What follows belongs to an exercise in optimizing a design on an open flow for small area; a production flow would make more cautious choices. The RTL was checked by simulation tests, not by an equivalence proof against the original design. In every run shown here, the design's own scripts or RTL, not TritonCTS, make the clock network. The flow treats the clock pin as an ideal source. Dropping or thinning the clock tree relies on that and would not hold on a real chip. No activity file was given, so power comes from the tool's default toggle rates.

**flow/flow/run.sh**
```bash
#!/bin/bash
# Own layout flow: the standard flow with three changes.
#  1. After the standard synthesis (standard.sh synth, unchanged), the combinational logic
#     is re-mapped by Yosys/ABC with an area-oriented script (flow/abc.script), from twenty
#     random seeds; the smallest result is kept. The flip-flops of the standard synthesis
#     are kept as they are (names, cells, nets), and each result is proven equivalent to
#     the standard netlist, flip-flop by flip-flop (flow/check.tcl), before it is used.
#  2. Ports are buffered with buf_1 instead of the larger default buffer.
#  3. The clock tree is built by flow/own_cts.tcl (a root buffer and one leaf buffer per
#     cluster of about 7 flip-flops) instead of TritonCTS.
# Each tool's full output goes to a log file of its own in the work folder.
set -euo pipefail
W=$PWD
F=$W/flow
RES=$W/orfs/results/$FLOW_PLATFORM/Oven/base
export OWN_LIB=$(ls $FLOW_HOME/platforms/$FLOW_PLATFORM/lib/sky130_fd_sc_hd__tt_025C_1v80.lib)
bash standard.sh synth > $W/synth.log 2>&1
cp $RES/1_2_yosys.v $W/standard_synth.v
export OWN_IN=$W/standard_synth.v
# registers: every cell type that holds state is kept as a black box
export OWN_KEEP=$(grep -o "sky130_fd_sc_hd__d[a-z]*_[0-9]*" $W/standard_synth.v | sort -u | tr '\n' ' ' | sed 's/ $//')
cand() {
  local c=$W/cand_$1
  sed "s/@SEED@/$1/" $F/abc.script > $c.abc
  OWN_OUT=$c.v OWN_ABC_SCRIPT=$c.abc yosys -c $F/resyn.tcl > $c.resyn.log 2>&1
  OWN_OUT=$c.v yosys -c $F/check.tcl > $c.check.log 2>&1
  grep 'Chip area' $c.v.stat | awk '{print $NF}' > $c.ok
}
for r in 0 1 2 3 4; do
  for i in 0 1 2 3; do cand $((4 * r + i)) & done; wait
done
for f in $W/cand_*.ok; do echo "$f $(cat $f)"; done > $W/candidates.log
best=$(for f in $W/cand_*.ok; do [[ -s $f ]] && echo "$(cat $f) ${f%.ok}"; done | sort -g | head -1 | cut -d' ' -f2)
echo "best: $best" >> $W/candidates.log
cp $best.v $W/final_synth.v
cp $best.v $RES/1_2_yosys.v
bash standard.sh finish \
  "BUFFER_PORTS_ARGS=-buffer_cell sky130_fd_sc_hd__buf_1" \
  "PRE_CTS_TCL=$F/own_cts.tcl" \
  > $W/layout.log 2>&1
```
**flow/flow/own_cts.tcl**
```tcl
set block [ord::get_db_block]
set db [ord::get_db]
set clknet [$block findNet [get_full_name [lindex [get_property [lindex [all_clocks] 0] sources] 0]]]
set root_name sky130_fd_sc_hd__clkbuf_2
set leaf_name sky130_fd_sc_hd__buf_4
set root_m [$db findMaster $root_name]
set leaf_m [$db findMaster $leaf_name]
set sinks {}
foreach it [$clknet getITerms] {
  set b [[$it getInst] getBBox]
  lappend sinks [list $it [expr ([$b xMin] + [$b xMax]) / 2] [expr ([$b yMin] + [$b yMax]) / 2]]
}
set n [llength $sinks]
set k [expr {($n + 6) / 7}]
# k-means on the sink positions, seeded with sinks spread along the sorted order
set sorted [lsort -real -index 1 $sinks]
set cent {}
for {set i 0} {$i < $k} {incr i} {
  set s [lindex $sorted [expr int(($i + 0.5) * $n / $k)]]
  lappend cent [list [lindex $s 1] [lindex $s 2]]
}
for {set iter 0} {$iter < 50} {incr iter} {
  set assign {}
  foreach s $sinks {
    set best 0; set bd 1e30
    for {set i 0} {$i < $k} {incr i} {
      set c [lindex $cent $i]
      set d [expr abs([lindex $s 1] - [lindex $c 0]) + abs([lindex $s 2] - [lindex $c 1])]
      if {$d < $bd} { set bd $d; set best $i }
    }
    lappend assign $best
  }
  set newc {}
  for {set i 0} {$i < $k} {incr i} {
    set sx 0; set sy 0; set m 0
    foreach s $sinks a $assign { if {$a == $i} { set sx [expr $sx + [lindex $s 1]]; set sy [expr $sy + [lindex $s 2]]; incr m } }
    if {$m > 0} { lappend newc [list [expr $sx / $m] [expr $sy / $m]] } else { lappend newc [lindex $cent $i] }
  }
  set cent $newc
}
# root buffer
set rx 0; set ry 0
foreach c $cent { set rx [expr $rx + [lindex $c 0]]; set ry [expr $ry + [lindex $c 1]] }
set rx [expr int($rx / $k)]; set ry [expr int($ry / $k)]
set root [odb::dbInst_create $block $root_m clkbuf_own_root]
set rnet [odb::dbNet_create $block clknet_own_root]
$rnet setSigType CLOCK
for {set i 0} {$i < $k} {incr i} {
  set leaf [odb::dbInst_create $block $leaf_m clkbuf_own_leaf_$i]
  set lnet [odb::dbNet_create $block clknet_own_leaf_$i]
  $lnet setSigType CLOCK
  [$leaf findITerm A] connect $rnet
  [$leaf findITerm X] connect $lnet
  set c [lindex $cent $i]
  $leaf setLocation [expr int([lindex $c 0])] [expr int([lindex $c 1])]
  $leaf setPlacementStatus PLACED
  foreach s $sinks a $assign {
    if {$a == $i} { set it [lindex $s 0]; $it disconnect; $it connect $lnet }
  }
}
[$root findITerm A] connect $clknet
[$root findITerm X] connect $rnet
$root setLocation $rx $ry
$root setPlacementStatus PLACED
set_propagated_clock [all_clocks]
puts "own clock tree: $n sinks, $k leaves ($leaf_name), root $root_name"
proc clock_tree_synthesis {args} { puts "clock_tree_synthesis skipped: the clock tree was built by PRE_CTS_TCL" }
```
**flow/flow/check.tcl**
```tcl
# Checks of the re-mapped netlist: it is well formed, and its logic is equivalent to the
# standard synthesis netlist (the flip-flops, kept as they are, cut the design into
# combinational parts that are proven equal net by net).
yosys -import
set lib $::env(OWN_LIB)
read_liberty -lib $lib
read_verilog $::env(OWN_OUT)
hierarchy -top $::env(FLOW_TOP)
check -assert
design -reset
read_liberty -overwrite -ignore_miss_func $lib
read_verilog $::env(OWN_IN)
yosys rename $::env(FLOW_TOP) gold
read_verilog $::env(OWN_OUT)
yosys rename $::env(FLOW_TOP) gate
foreach m [split $::env(OWN_KEEP) " "] { blackbox $m }
flatten
opt_clean
equiv_make gold gate equiv
hierarchy -top equiv
equiv_simple -seq 0
equiv_status -assert
```
**flow/constraint.sdc**
```tcl
create_clock -name core_clock -period 150.0 [get_ports {clk}]
set_input_delay 30.0000 -clock core_clock [delete_from_list [all_inputs] [get_ports {clk}]]
set_output_delay 30.0000 -clock core_clock [all_outputs]
set_load 0.01 [all_outputs]
```
**flow/design.v**
```verilog
module Oven (input ON_OFF_INPUT,
			 input UP,
			 input DOWN,
			 input SW9,
			 input SW8,
			 input clk,
			 input rst,					 
			 output reg ON_OFF_OUTPUT,	 
			 output reg READY,			 
			 output reg DONE,				 
			 output reg [7:0] HEX0,
			 output reg [7:0] HEX1,
			 output reg [7:0] HEX2,
			 output reg [7:0] HEX3
			);
	function [3:0] inc10;
		input [3:0] d;
		inc10 = {d[3] ? ~d[0] : (d[2] & d[1] & d[0]), d[2] ^ (d[1] & d[0]), ~d[3] & (d[1] ^ d[0]), ~d[0]};
	endfunction
	function [3:0] dec10;
		input [3:0] d;
		dec10 = {(d[3] & d[0]) | ~(d[3] | d[2] | d[1] | d[0]),
		         d[2] ? (d[1] | d[0]) : (d[3] & ~d[0]),
		         d[1] ? d[0] : (~d[0] & (d[3] | d[2])),
		         ~d[0]};
	endfunction
	function [2:0] inc6;
		input [2:0] d;
		inc6 = {(d[2] & ~d[0]) | (d[1] & d[0]), ~d[2] & (d[1] ^ d[0]), ~d[0]};
	endfunction
	function [2:0] dec6;
		input [2:0] d;
		dec6 = {(d[2] & d[0]) | ~(d[2] | d[1] | d[0]), (d[1] & d[0]) | (d[2] & ~d[0]), ~d[0]};
	endfunction
	function [2:0] add3;
		input [2:0] d;
		add3 = {~d[2] & (d[1] ^ d[0]), d[0] ? d[2] : ~(d[2] | d[1]), ~d[0]};
	endfunction
	function [2:0] inc8;
		input [2:0] d;
		inc8 = {d[2] ^ (d[1] & d[0]), d[1] ^ d[0], ~d[0]};
	endfunction
	function [2:0] dec8;
		input [2:0] d;
		dec8 = {d[2] ^ ~(d[1] | d[0]), d[1] ^ ~d[0], ~d[0]};
	endfunction
	function [6:0] seg;
		input [3:0] d;
		seg = ~{d[3] | (d[2] & ~d[1]) | (~d[2] & d[1]) | (d[1] & ~d[0]),
		        d[3] | (~d[1] & ~d[0]) | (d[2] & ~d[1]) | (d[2] & ~d[0]),
		        (~d[2] & ~d[0]) | (d[1] & ~d[0]),
		        d[3] | (~d[2] & ~d[0]) | (d[1] & ~d[0]) | (~d[2] & d[1]) | (d[2] & ~d[1] & d[0]),
		        d[2] | ~d[1] | d[0],
		        ~d[2] | (~d[1] & ~d[0]) | (d[1] & d[0]),
		        d[3] | d[1] | (d[2] & d[0]) | (~d[2] & ~d[0])};
	endfunction
	reg [2:0] c8;
	reg [1:0] c3;		 
	reg [4:0] c25;
	wire c25_end = ~c25[2] & ~c25[3] & ~c25[4];
	wire [15:0] c25_fb = 16'b0010001010001000;
	wire sec_tick  = ~c8[1] & c8[0] & c25_end;
	wire samp_tick = c8[1] & c8[0] & ~c8[2] & c3[1];
	always @ (posedge clk) begin
		if (rst) begin
			c8 <= 0;
			c3 <= 0;
			c25 <= 5'd7;
		end
		else begin
			c8 <= inc8(c8);
			c3 <= {c3[0], ~(c3[0] | c3[1])};
			c25 <= {c25[3:0], c25[4] ^ c25_fb[c25[3:0]]};
		end
	end
	reg [2:0] m;
	reg st_on, st_mt;
	reg [3:0] ks0; reg [1:0] kb; reg kh; reg [3:0] km0; reg [2:0] km1;
	reg [3:0] ts0; reg [1:0] tb; reg th; reg [3:0] tm0; reg [2:0] tm1;
	reg [2:0] oh; reg [3:0] ot; reg [3:0] ou;
	reg [2:0] ph; reg pf;
	reg decrease_temp;
	wire h_eq  = (oh == ph);
	wire t_pt  = pf ? (~ot[3] & ot[2] & ~ot[1] & ot[0]) : (ot == 4'd0);
	wire u0    = (ou == 4'd0);
	wire eq    = h_eq & t_pt & u0;											 
	wire eqp1  = h_eq & t_pt & ~ou[3] & ~ou[2] & ~ou[1] & ou[0];			 
	wire u9    = ou[3] & ou[0];
	wire eqm1  = u9 & (pf ? (h_eq & ~ot[3] & ot[2] & ~ot[1] & ~ot[0])		 
	                      : ((oh == dec8(ph)) & ot[3] & ot[0]));
	wire h_lt  = (oh[2] < ph[2]) | ((oh[2] == ph[2]) & ((oh[1] < ph[1]) | ((oh[1] == ph[1]) & (oh[0] < ph[0]))));
	wire lt_p  = h_lt | (h_eq & pf & ~ot[3] & ~(ot[2] & (ot[1] | ot[0])));	 
	wire near  = eq | eqm1 | eqp1;
	wire above_room = (oh != 3'd0) | ot[3] | (ot[2] & ot[1] & (ot[0] | (ou[3] | (ou[2] & ou[1]))));
	always @ (posedge clk) begin
		if (rst) begin
			m <= 0;
			st_on <= 0;
			st_mt <= 0;
		end
		else if (samp_tick) begin
			m <= {SW9 & ~(UP & DOWN), SW9 & UP, SW8};
			st_on <= ON_OFF_INPUT;
			st_mt <= ON_OFF_INPUT & st_on & (st_mt ? near : eq);
		end
	end
	wire ts0_0     = (ts0 == 4'd0);
	wire tb_0      = ~tb[1] & ~tb[0];
	wire tm0_0     = (tm0 == 4'd0);
	wire tm0_9     = tm0[3] & tm0[0];
	wire t_zero    = ts0_0 & tb_0 & ~th & tm0_0 & (tm1 == 3'd0);
	wire t_le_3570 = ~((tm1[2] & tm1[1]) | (tm1[2] & tm1[0] & tm0_9 & th & ~(ts0_0 & tb_0)));
	wire t_ge_30   = (tm1 != 3'd0) | ~tm0_0 | th;
	wire t_inc     = ~m[0] & m[2] & ~m[1] & t_le_3570;
	wire t_dec     = ~m[0] & m[2] & m[1] & t_ge_30;
	wire t_cd      = ~t_inc & ~t_dec & READY & ~t_zero;
	wire t_cd_b    = t_cd & ts0_0;				 
	wire t_half    = t_inc | t_dec | (t_cd_b & tb_0);	 
	wire t_up      = t_inc & th;					 
	wire t_down    = (t_dec | (t_cd_b & tb_0)) & ~th;	 
	wire ks0_9  = ks0[3] & ks0[0];
	wire kb_2   = kb[1];
	wire km0_9  = km0[3] & km0[0];
	wire k_wrap = km1[2] & km1[1] & km0[3] & ~km0[0] & ~kh & ~kb[1] & kb[0] & ~ks0[3] & ks0[2] & ~ks0[1] & ks0[0];
	wire heat = st_on & (st_mt ? eqm1 : (lt_p & ~eqm1));
	wire cool = ~heat & (st_on | above_room);
	wire drop = cool & decrease_temp;
	always @ (posedge clk) begin
		if (rst) begin
			ks0 <= 0; kb <= 0; kh <= 0; km0 <= 0; km1 <= 0;
			ts0 <= 0; tb <= 0; th <= 0; tm0 <= 0; tm1 <= 0;
			oh <= 3'd0; ot <= 4'd6; ou <= 4'd5;
			ph <= 3'd3; pf <= 0;
			decrease_temp <= 0;
			ON_OFF_OUTPUT <= 0;
			READY <= 0;
			DONE <= 0;
		end
		else if (sec_tick) begin
			if (k_wrap) begin
				ks0 <= 0; kb <= 0; kh <= 0; km0 <= 0; km1 <= 0;
			end
			else begin
				ks0 <= inc10(ks0);
				if (ks0_9) kb <= {kb[0], ~(kb[0] | kb[1])};
				if (ks0_9 & kb_2) kh <= ~kh;
				if (ks0_9 & kb_2 & kh) km0 <= inc10(km0);
				if (ks0_9 & kb_2 & kh & km0_9) km1 <= inc8(km1);
			end
			if (t_cd) ts0 <= dec10(ts0);
			if (t_cd_b) tb <= {tb_0, tb[1]};
			if (t_half) th <= ~th;
			if (t_up) begin
				tm0 <= inc10(tm0);
				if (tm0_9) tm1 <= inc8(tm1);
			end
			else if (t_down) begin
				tm0 <= dec10(tm0);
				if (tm0_0) tm1 <= dec8(tm1);
			end
			if (m[0] & m[2] & ~m[1] & ~(ph[2] & ph[0])) begin
				if (pf) ph <= inc8(ph);
				pf <= ~pf;
			end
			else if (m[0] & m[2] & m[1] & ~(~ph[2] & ~ph[1] & ~pf)) begin
				if (~pf) ph <= dec8(ph);
				pf <= ~pf;
			end
			if (heat) begin
				ou <= {~ou[3] & (ou[2] & ou[1]), ou[2] ^ ou[1], ~ou[1] & ~ou[3], ou[0]};
				if (ou[3]) begin
					ot <= inc10(ot);
					if (ot[3] & ot[0]) oh <= inc8(oh);
				end
			end
			else if (cool) begin
				decrease_temp <= ~decrease_temp;
				if (decrease_temp) begin
					ou <= dec10(ou);
					if (u0) begin
						ot <= dec10(ot);
						if (ot == 4'd0) oh <= dec8(oh);
					end
				end
			end
			ON_OFF_OUTPUT <= st_on;
			READY <= st_mt;
			if (st_mt) DONE <= t_zero;
		end
	end
	wire is_temp = m[0];
	wire is_set  = m[1] | m[2];
	reg [3:0] d3, d2, d1, d0;
	function [3:0] tens;
		input h;
		input [1:0] b;
		tens = {1'b0, h & (b[1] | b[0]), h ? ~(b[1] | b[0]) : b[1], b[0] ^ h};
	endfunction
	always @ (*) begin
		case ({is_temp, is_set})
			2'b00:   begin d3 = {1'b0, km1}; d2 = km0; d1 = tens(kh, kb); d0 = ks0; end
			2'b01:   begin d3 = {1'b0, tm1}; d2 = tm0; d1 = tens(th, tb); d0 = ts0; end
			2'b10:   begin d3 = {1'b0, oh};  d2 = ot;  d1 = ou;          d0 = 4'd0; end
			default: begin d3 = {1'b0, ph};  d2 = {1'b0, pf, 1'b0, pf}; d1 = 4'd0; d0 = 4'd0; end
		endcase
		HEX3 = {1'b1, seg(d3)};
		HEX2 = {is_temp, seg(d2)};
		HEX1 = {1'b1, seg(d1)};
		HEX0 = is_temp ? 8'b10001110 : {1'b1, seg(d0)};
	end
endmodule
```
**flow/flow/resyn.tcl**
```tcl
# Re-map the combinational logic of the standard synthesis netlist with a stronger,
# area-oriented ABC script. Flip-flop instances (names, cell types, Q nets) are kept.
yosys -import
set lib $::env(OWN_LIB)
read_liberty -overwrite -ignore_miss_func -setattr liberty_cell $lib
read_verilog $::env(OWN_IN)
hierarchy -top $::env(FLOW_TOP)
foreach m [split $::env(OWN_KEEP) " "] { blackbox $m }
flatten
yosys rename -hide w:*.*
opt_clean
techmap
opt -fast
# the platform's don't-use cells (DONT_USE_CELLS: probe and lpflow cells)
set fh [open $lib r]; set txt [read $fh]; close $fh
set dont_use {}
foreach {all name} [regexp -all -inline {cell \("?(sky130_fd_sc_hd__[a-z0-9_]+)"?\)} $txt] {
  if {[string match *lpflow* $name] || [string match *probe* $name]} { lappend dont_use -dont_use $name }
}
abc -script $::env(OWN_ABC_SCRIPT) -liberty $lib {*}$dont_use
opt_clean -purge
hilomap -singleton -hicell sky130_fd_sc_hd__conb_1 HI -locell sky130_fd_sc_hd__conb_1 LO
insbuf -buf sky130_fd_sc_hd__buf_1 A X
splitnets
opt_clean
tee -o $::env(OWN_OUT).stat stat -liberty $lib
write_verilog -noattr -noexpr -nohex -nodec $::env(OWN_OUT)
```
**flow/config.mk**
```make
export PLATFORM = sky130hd
export DESIGN_NAME = Oven
export DESIGN_NICKNAME = Oven
export VERILOG_FILES = /design/flow/design.v
export SDC_FILE = /design/flow/constraint.sdc
export NUM_CORES = 4
export LEC_CHECK = 0
export ABC_AREA = 1
export CAP_MARGIN = 20
export CORE_MARGIN = 2
export CORE_UTILIZATION = 65
export SLEW_MARGIN = 20
```
**flow/standard.sh**
```bash
#!/bin/bash
# synth_recipe.tcl (not shown) runs the flow's synth.tcl, then flattens the netlist and writes it again
# the make line also repeats each setting of config.mk as NAME=value (left out here)
make -C /OpenROAD-flow-scripts/flow DESIGN_CONFIG=/design/flow/config.mk WORK_HOME=/design/flow/orfs CLKGATE_MAP_FILE= SYNTH_SCRIPT=/design/flow/synth_recipe.tcl "${@:-finish}"
```
**flow/flow/abc.script**
```
strash
&get -n
&deepsyn -T 30 -S @SEED@
&put
&get -n
&dch -f
&nf -R 1000
&put
mfs2 -a -e -W 4 -M 1000
strash
&get -n
&dch -f
&nf -R 1000
&put
mfs2 -a -e -W 4 -M 1000
strash
&get -n
&dch -f
&nf -R 1000
&put
```
==> impl_metrics.toml, run 1 <==
[timing]
fin_crit_sh_pct = 22.1
slew_viol_final = 0
slew_headroom_pct = 34.7
rsz0062_at_grt = "false"
setup_viol_count_final = 0
fmax_ghz = 0.0301
tns_ns = 0
fin_skew_ns = 0.0261
finalHoldViolCount = 0
fin_crit_ns = 33.21
tightest_slew_ns = 0.966

[cells_and_area]
stdcell_count = 539
multiInputGateArea_um2 = 1960
ff_latch_area_um2 = 1240
areaGrowthSynthToFinish_pct = 9.70
drive_gt1_share_pct = 2.97
antenna_cells = 0
final_nets = 481
fill_cells = 396

[critical_path]
worst_setup_path_start_kind = "flip-flop"
r2r_start = "oh[1]$_SDFFE_PP0P_"
reg2reg_slack_ns = 146.36
end_kind = "primary output"
crit-reg2reg-capture = "oh[2]$_SDFFE_PP0P_"
cp-endpoint = "HEX3[4]"
critPathKind = "flip-flop to primary output"
reg2reg_depth = 19
crit_start = "m[0]$_SDFFE_PP0P_"
required_ns = 120.00
path_max_fanout = 15
cp.arrival_ns = 3.21

[global_routing]
grt_max_degree = 48
gr-total-overflow = 0
grt_pass1_wl_um = 12500
antenna_found_initial = 0
grt_usage_pct = 27.6
grt_pass1_vias = 2856

[clocking]
clock_latency_ns = 0.51
postCtsSetupRepairBufs = 0
cts.clk_slew.worst_paths_ns = 0.09
cts_hold_repair.buffers = 0
cts_resized = 0

[min_path]
min_path_type = "flip-flop to flip-flop"

[route]
drc = 0
vias = 3269
routed_wl_um = 7790
wl_per_cell_um = 14.5
routed_via_density = 6.06
postRouteAntennaNets = 0
dr.pass1.iters = 5
drtIter0Drc = 219

[power]
peakVddDrop_uv = 8.06
leakagePower_nw = 1.37
p_per_area_nw_per_um2 = 7.55
fin_total_pwr_mw = 0.0268

[floorplan]
die_w_um = 74.6
ios = 42
fp-row-count = 25
initial_utilization_pct = 68.1
core_area_um2 = 4750
die_h_um = 74.6
dieArea_um2 = 5560

[synth]
syn_area_um2 = 3240
post_synth.cell_area_avg_um2 = 7.63
postSynthCellCount = 424
ys_warn_count = 1

[flow_run]
cap_violations = 0

[placement]
portBuffers = 38
dp_cells = 529
dpl.hpwl_um = 5780
gp_congestion = 0.908

[status]
outcome = "timing/DRC/antenna clean"
-- flip-flops by register name, indices dropped and copies added (netlist names), 4 cells and up, named ones only --
| register | cells |
|---|---|
| ks0 | 4 |
| km0 | 4 |
| ou | 4 |
| c25 | 5 |
-- layout make-up --
type | instances | share of cell area (%)
plain buffers | 10 | 2.04
inverters | 8 | 0.846
multi-input cells | 352 | 55.3
flip-flops and latches | 62 | 35.0
well taps | 67 | 2.36
repair buffers | 40 | 4.47
-- worst max-delay path, cell delays in order, from the launching register on --
cell	delay, ns
dfxtp_1	0.65
clkinv_1	0.24
o21ai_0	0.36
o22ai_1	0.20
nor2_1	0.21
a21boi_0	0.37
nor2b_1	0.27
nor3_1	0.09
or2_0	0.21
buf_1	0.13
-- power breakdown --
part | total (mW) | switching, mW | leakage, nW | internal [mW]
Sequential | 0.0170 | 0.000243 | 0.502 | 0.0167
Clock | 0.00842 | 0.00527 | 0.0474 | 0.00315
Combinational | 0.00143 | 0.000905 | 0.823 | 0.000519
Total | 0.0268 | 0.00642 | 1.37 | 0.0204
-- per-stage QoR --
stage | setup slack, ns | area, µm² | hold WS (ns) | utilization (%)
after floorplan | 117.72 | 3240 | 0.383 | -
after global placement | 117.51 | 3480 | 0.398 | 73.2
after detailed placement | 117.39 | 3480 | 0.403 | 73.2
after CTS | 116.84 | 3550 | 0.418 | 74.7
after global routing | 116.56 | 3550 | 0.447 | 74.7
final | 116.79 | 3550 | 0.416 | 74.7
-- worst min path at each step --
stage / start / end / cells past startpoint
after floorplan: c3[1]$_SDFF_PP0_ / c3[0]$_SDFF_PP0_ / 1
after global placement: c3[0]$_SDFF_PP0_ / c3[0]$_SDFF_PP0_ / 1
after detailed placement: c3[0]$_SDFF_PP0_ / c3[0]$_SDFF_PP0_ / 1
after CTS: c3[1]$_SDFF_PP0_ / c3[0]$_SDFF_PP0_ / 1
after global routing: c3[1]$_SDFF_PP0_ / c3[0]$_SDFF_PP0_ / 1
final: c3[1]$_SDFF_PP0_ / c3[0]$_SDFF_PP0_ / 1
-- routing by layer --
layer | global-route usage [%] | routed length, µm | vias to the layer above
li1 | - | - | 1642
met1 | 34.6 | 3390 | 1522
met2 | 49.2 | 3820 | 87
met3 | 3.93 | 434 | 18
met4 | 7.94 | 149 | 0
met5 | 0 | 0 | -
-- placed cells by master (no fill, tap or decap), types with 3 or more instances in the layout --
cell type	instances
nand2b_1	6
o21a_1	3
mux2i_1	4
a21oi_1	42
xor2_1	7
nor2_1	67
or3_1	4
buf_4	11
o22ai_1	6
or2_0	5
o31ai_1	3
or4_1	3
nand4_1	3
nor3_1	33
nand2_1	41
xnor2_1	9
clkinv_1	8
a21o_1	4
conb_1	3
nand3_1	6
o21ai_0	23
and2_0	9
a22oi_1	5
o211ai_1	3
and3_1	11
nor2b_1	12
dfxtp_1	62
buf_1	37
a211oi_1	6
a22o_1	3
==> run 2, diff against run 1 <==
--- a/flow/flow/run.sh
+++ b/flow/flow/run.sh
@@ -1,7 +1,7 @@
 #!/bin/bash
 # Own layout flow: the standard flow with three changes.
 #  1. After the standard synthesis (standard.sh synth, unchanged), the combinational logic
-#     is re-mapped by Yosys/ABC with an area-oriented script (flow/abc.script), from twenty
+#     is re-mapped by Yosys/ABC with an area-oriented script (flow/abc.script), from 32
 #     random seeds; the smallest result is kept. The flip-flops of the standard synthesis
 #     are kept as they are (names, cells, nets), and each result is proven equivalent to
 #     the standard netlist, flip-flop by flip-flop (flow/check.tcl), before it is used.
@@ -26,7 +26,7 @@
   OWN_OUT=$c.v yosys -c $F/check.tcl > $c.check.log 2>&1
   grep 'Chip area' $c.v.stat | awk '{print $NF}' > $c.ok
 }
-for r in 0 1 2 3 4; do
+for r in 0 1 2 3 4 5 6 7; do
   for i in 0 1 2 3; do cand $((4 * r + i)) & done; wait
 done
 for f in $W/cand_*.ok; do echo "$f $(cat $f)"; done > $W/candidates.log
==> run 2 against run 1 <==
Compared with the run above: die area fell by 0.15%; worst hold slack got worse by 0.0024 ns; flip-flop and latch count did not move; global-route usage rose by 0.63 points; worst setup slack improved by 0.043 ns; core utilization fell by 0.11 points; sequential share of layout area barely moved; cell area fell by 0.14%.
==> impl_metrics.toml, run 2 <==
[status]
outcome = "timing/DRC/antenna clean"

[timing]
fin_crit_sh_pct = 22.1
hold_slack_ns = 0.414
rsz0062_at_grt = "false"
slew_viol_final = 0
finalHoldViolCount = 0
tightest_slew_ns = 0.715
fin_skew_ns = 0.0318
fmax_ghz = 0.0301
fin_crit_ns = 33.17
tns_ns = 0
setup_viol_count_final = 0
slew_headroom_pct = 52.0

[floorplan]
die_w_um = 74.5
dieArea_um2 = 5550
core_area_um2 = 4750
fp-row-count = 25
ios = 42
die_h_um = 74.5
initial_utilization_pct = 68.0

[min_path]
min_path_type = "flip-flop to flip-flop"

[route]
wl_met3_um = 571
dr.pass1.iters = 5
m1WireLength_um = 3480
top_layer_used = "met4"
wl_per_cell_um = 14.8
wl_met2_um = 3680
routed_wl_um = 7890
vias = 3240
drtIter0Drc = 304
postRouteAntennaNets = 0
drc = 0
routed_via_density = 6.08

[flow_run]
cap_violations = 0

[critical_path]
path_max_fanout = 21
cp_cell_sequence = "nor3_1 > a32oi_1 > o21ai_0 > a31o_1 > nor2_1 > a211oi_1 > nand3_1 > a21oi_1 > buf_1"
slowest_delay_ns = 0.68
cp_slowest_cell = "nor3_1"
end_kind = "primary output"
cp.arrival_ns = 3.17
worst_setup_path_start_kind = "flip-flop"
crit_family = "compound AO/OA/AOI/OAI gates"
cp_num_buf_inv = 1
critPathKind = "flip-flop to primary output"
required_ns = 120.00

[clocking]
clock_latency_ns = 0.51
postCtsSetupRepairBufs = 0
cts_hold_repair.buffers = 0
cts_resized = 0
cts.clk_slew.worst_paths_ns = 0.10

[cells_and_area]
final_common_cell = "nor2_1"
fill_cells = 391
antenna_cells = 0
largest_reg_flops = 5
drive_gt1_share_pct = 3.00
regMostFlops = "c25"
final_nets = 475
mostFrequentLayoutCells = "nor2_1, dfxtp_1, nand2_1"
areaGrowthSynthToFinish_pct = 9.72

[synth]
postSynthCellCount = 418
post_synth.cell_area_avg_um2 = 7.73
ys_warn_count = 1
syn_area_um2 = 3230

[global_routing]
grt_pass1_wl_um = 12600
grt_max_degree = 51
grt_pass1_vias = 2769
grt_usage_pct = 28.2
antenna_found_initial = 0
gr-total-overflow = 0

[placement]
gp_congestion = 0.831
portBuffers = 38
dpl.hpwl_um = 5790

[power]
leakagePower_nw = 1.30
p_per_area_nw_per_um2 = 7.50
peakVddDrop_uv = 8.41
==> run 2: worst paths after layout <==
kind                 startpoint                 end  slack, ns  cells past startpoint
max           m[0]$_SDFFE_PP0P_             HEX1[6]     116.83                      9
min            c3[0]$_SDFF_PP0_    c3[0]$_SDFF_PP0_       0.41                      1
max reg2reg  ph[2]$_SDFFE_PP0P_  ot[2]$_SDFFE_PP1P_     146.32                     15
min reg2reg    c3[0]$_SDFF_PP0_    c3[0]$_SDFF_PP0_       0.41                      1
==> run 2: power by group <==
part | internal (mW) | total, mW | switching, mW | leakage [nW]
sequential | 0.0167 | 0.0169 | 0.000206 | 0.502
combinational | 0.000434 | 0.00127 | 0.000832 | 0.753
clock | 0.00315 | 0.00840 | 0.00525 | 0.0474
==> run 2: layout make-up <==
type	instances	area, µm²	area share (%)
Tap cell	67	83.8	2.36
Sequential cell	62	1240	35.0
Multi-Input combinational cell	343	1950	54.9
Inverter	11	41.3	1.16
Timing Repair Buffer	40	159	4.48
Buffer	10	72.6	2.05
==> run 2: layer usage <==
layer  track usage, %  vias to the layer above
li1                 -                     1631
met3             3.52                       16
met5                0                        -
met4             7.94                        0
met1             37.8                     1465
met2             47.9                      128
==> run 2: per-stage QoR <==
stage	setup slack, ns	std cells	utilization [%]	area [µm²]	power, mW
finish	116.83	533	74.6	3550	0.0266
global route	116.59	533	74.6	3550	0.0274
CTS	116.87	533	74.6	3550	0.0267
detailed placement	117.45	523	73.1	3470	0.0185
global placement	117.61	523	73.1	3470	0.0185
floorplan	117.72	420	-	3240	0.0180
==> run 3, diff against run 2 <==
--- a/flow/config.mk
+++ b/flow/config.mk
@@ -6,7 +6,7 @@
 export NUM_CORES = 4
 export LEC_CHECK = 0
 export ABC_AREA = 1
-export CAP_MARGIN = 20
+export CAP_MARGIN = 0
 export CORE_MARGIN = 2
 export CORE_UTILIZATION = 65
-export SLEW_MARGIN = 20
+export SLEW_MARGIN = 0
==> run 3 against run 2 <==
Compared with the run above: still clean; worst setup slack did not move; cell count did not move; total power did not move; via count did not move; sequential share of layout area did not move; core utilization did not move; flip-flop and latch count did not move; largest cell class unchanged.
==> impl_metrics.toml, run 3 <==
[status]
outcome = "timing/DRC/antenna clean"

[route]
drc = 0
dr.pass1.iters = 5
drtIter0Drc = 304
postRouteAntennaNets = 0
vias = 3240
routed_via_density = 6.08
routed_wl_um = 7890
wl_per_cell_um = 14.8

[timing]
fin_skew_ns = 0.0318
slew_viol_final = 0
finalHoldViolCount = 0
slew_headroom_pct = 52.0
tns_ns = 0
setup_viol_count_final = 0
fin_crit_sh_pct = 22.1
fin_crit_ns = 33.17
rsz0062_at_grt = "false"
timing.final.ws_setup_ns = 116.83
fmax_ghz = 0.0301
tightest_slew_ns = 0.715

[critical_path]
r2r_start = "ph[2]$_SDFFE_PP0P_"
required_ns = 120.00
end_kind = "primary output"
reg2reg_slack_ns = 146.32
worst_setup_path_start_kind = "flip-flop"
reg2reg_depth = 15
path_max_fanout = 21
critPathKind = "flip-flop to primary output"
cp.arrival_ns = 3.17
crit-reg2reg-capture = "ot[2]$_SDFFE_PP1P_"

[min_path]
min-delay-start = "c3[0]$_SDFF_PP0_"
min_to = "c3[0]$_SDFF_PP0_"
min_path_type = "flip-flop to flip-flop"
min_path_cells = 1

[clocking]
cts_hold_repair.buffers = 0
clock_latency_ns = 0.51
postCtsSetupRepairBufs = 0
cts.clk_slew.worst_paths_ns = 0.10
cts_resized = 0

[synth]
ys_warn_count = 1
post_synth.cell_area_avg_um2 = 7.73
syn_area_um2 = 3230
postSynthCellCount = 418

[floorplan]
dieArea_um2 = 5550
die_h_um = 74.5
initial_utilization_pct = 68.0
fp-row-count = 25
core_area_um2 = 4750
ios = 42
die_w_um = 74.5

[global_routing]
antenna_found_initial = 0
gr-total-overflow = 0
grt_usage_pct = 28.2
grt_max_degree = 51
grt_pass1_vias = 2769
grt_pass1_wl_um = 12600

[cells_and_area]
antenna_cells = 0
areaGrowthSynthToFinish_pct = 9.72
mostFrequentLayoutCells = "nor2_1, dfxtp_1, nand2_1"
stdcell_count = 533
largest_reg_flops = 5
final_common_cell = "nor2_1"
regMostFlops = "c25"
final_nets = 475
final_area_um2 = 3550
drive_gt1_share_pct = 3.00

[placement]
post_dp_cell_area_um2 = 3470
dp_cells = 523
pre_cts_ws_ns = 117.45
gp_congestion = 0.831
dpl.hpwl_um = 5790
portBuffers = 38

[flow_run]
cap_violations = 0

[power]
leakagePower_nw = 1.30
p_per_area_nw_per_um2 = 7.50
peakVddDrop_uv = 8.41
fin_total_pwr_mw = 0.0266
==> run 3: worst max path at each step <==
stage                 startpoint       to
6_report       m[0]$_SDFFE_PP0P_  HEX1[6]
2_1_floorplan  m[0]$_SDFFE_PP0P_  HEX1[6]
3_3_place_gp   m[0]$_SDFFE_PP0P_  HEX1[6]
4_1_cts        m[0]$_SDFFE_PP0P_  HEX1[6]
5_1_grt        m[0]$_SDFFE_PP0P_  HEX1[6]
3_5_place_dp   m[0]$_SDFFE_PP0P_  HEX1[6]
==> run 3: per-stage QoR <==
step / utilization (%) / hold slack [ns]
after floorplan: - / 0.389
after global placement: 73.1 / 0.399
after detailed placement: 73.1 / 0.404
after CTS: 74.6 / 0.412
after global routing: 74.6 / 0.430
final: 74.6 / 0.414
==> run 3: critical path: stages, from the launching register on <==
cell,delay (ns)
dfxtp_1,0.51
nor3_1,0.68
a32oi_1,0.21
o21ai_0,0.14
a31o_1,0.17
nor2_1,0.09
a211oi_1,0.32
nand3_1,0.14
a21oi_1,0.20
buf_1,0.18
==> run 3: area by class of cell <==
type                            count  area, µm²
Fill cell                         391       1210
Sequential cell                    62       1240
Inverter                           11       41.3
Buffer                             10       72.6
Tap cell                           67       83.8
Timing Repair Buffer               40        159
Multi-Input combinational cell    343       1950
==> run 3: where the power goes <==
part | switching [mW] | leakage [nW] | internal (mW)
registers | 0.000206 | 0.502 | 0.0167
clock network | 0.00525 | 0.0474 | 0.00315
logic | 0.000832 | 0.753 | 0.000434
==> run 3: routing by layer <==
metal / vias up / GRT usage [%] / routed length, µm
li1: 1631 / - / -
met1: 1465 / 37.8 / 3480
met2: 128 / 47.9 / 3680
met3: 16 / 3.52 / 571
met4: 0 / 7.94 / 161
met5: - / 0 / 0

-- what the ideal ports hide --
Ports are ideal in the flow. The routed layouts listed here were re-timed in OpenROAD. Step 1 sets driving cells, clkbuf_16 on the clock port and buf_2 on the other inputs (assumed; they add their load-dependent delay and slew). Step 2 times the ports against the registers' clock, not the clock port: input delays grow and output delays shrink by t, the midpoint of the rising clock arrivals with the driver on. Three values: ideal, step 1, step 2; two values: the first two.
run	shift t [ns]	setup WS [ns]	hold WS [ns]
run 1	0.526	116.789 / 116.763 / 117.288	0.416 / 0.416 / 0.416
run 2	0.523	116.832 / 116.806 / 117.329	0.414 / 0.414 / 0.414
run 3	0.523	116.832 / 116.806 / 117.329	0.414 / 0.414 / 0.414
After both steps setup and hold are still met in every run listed.
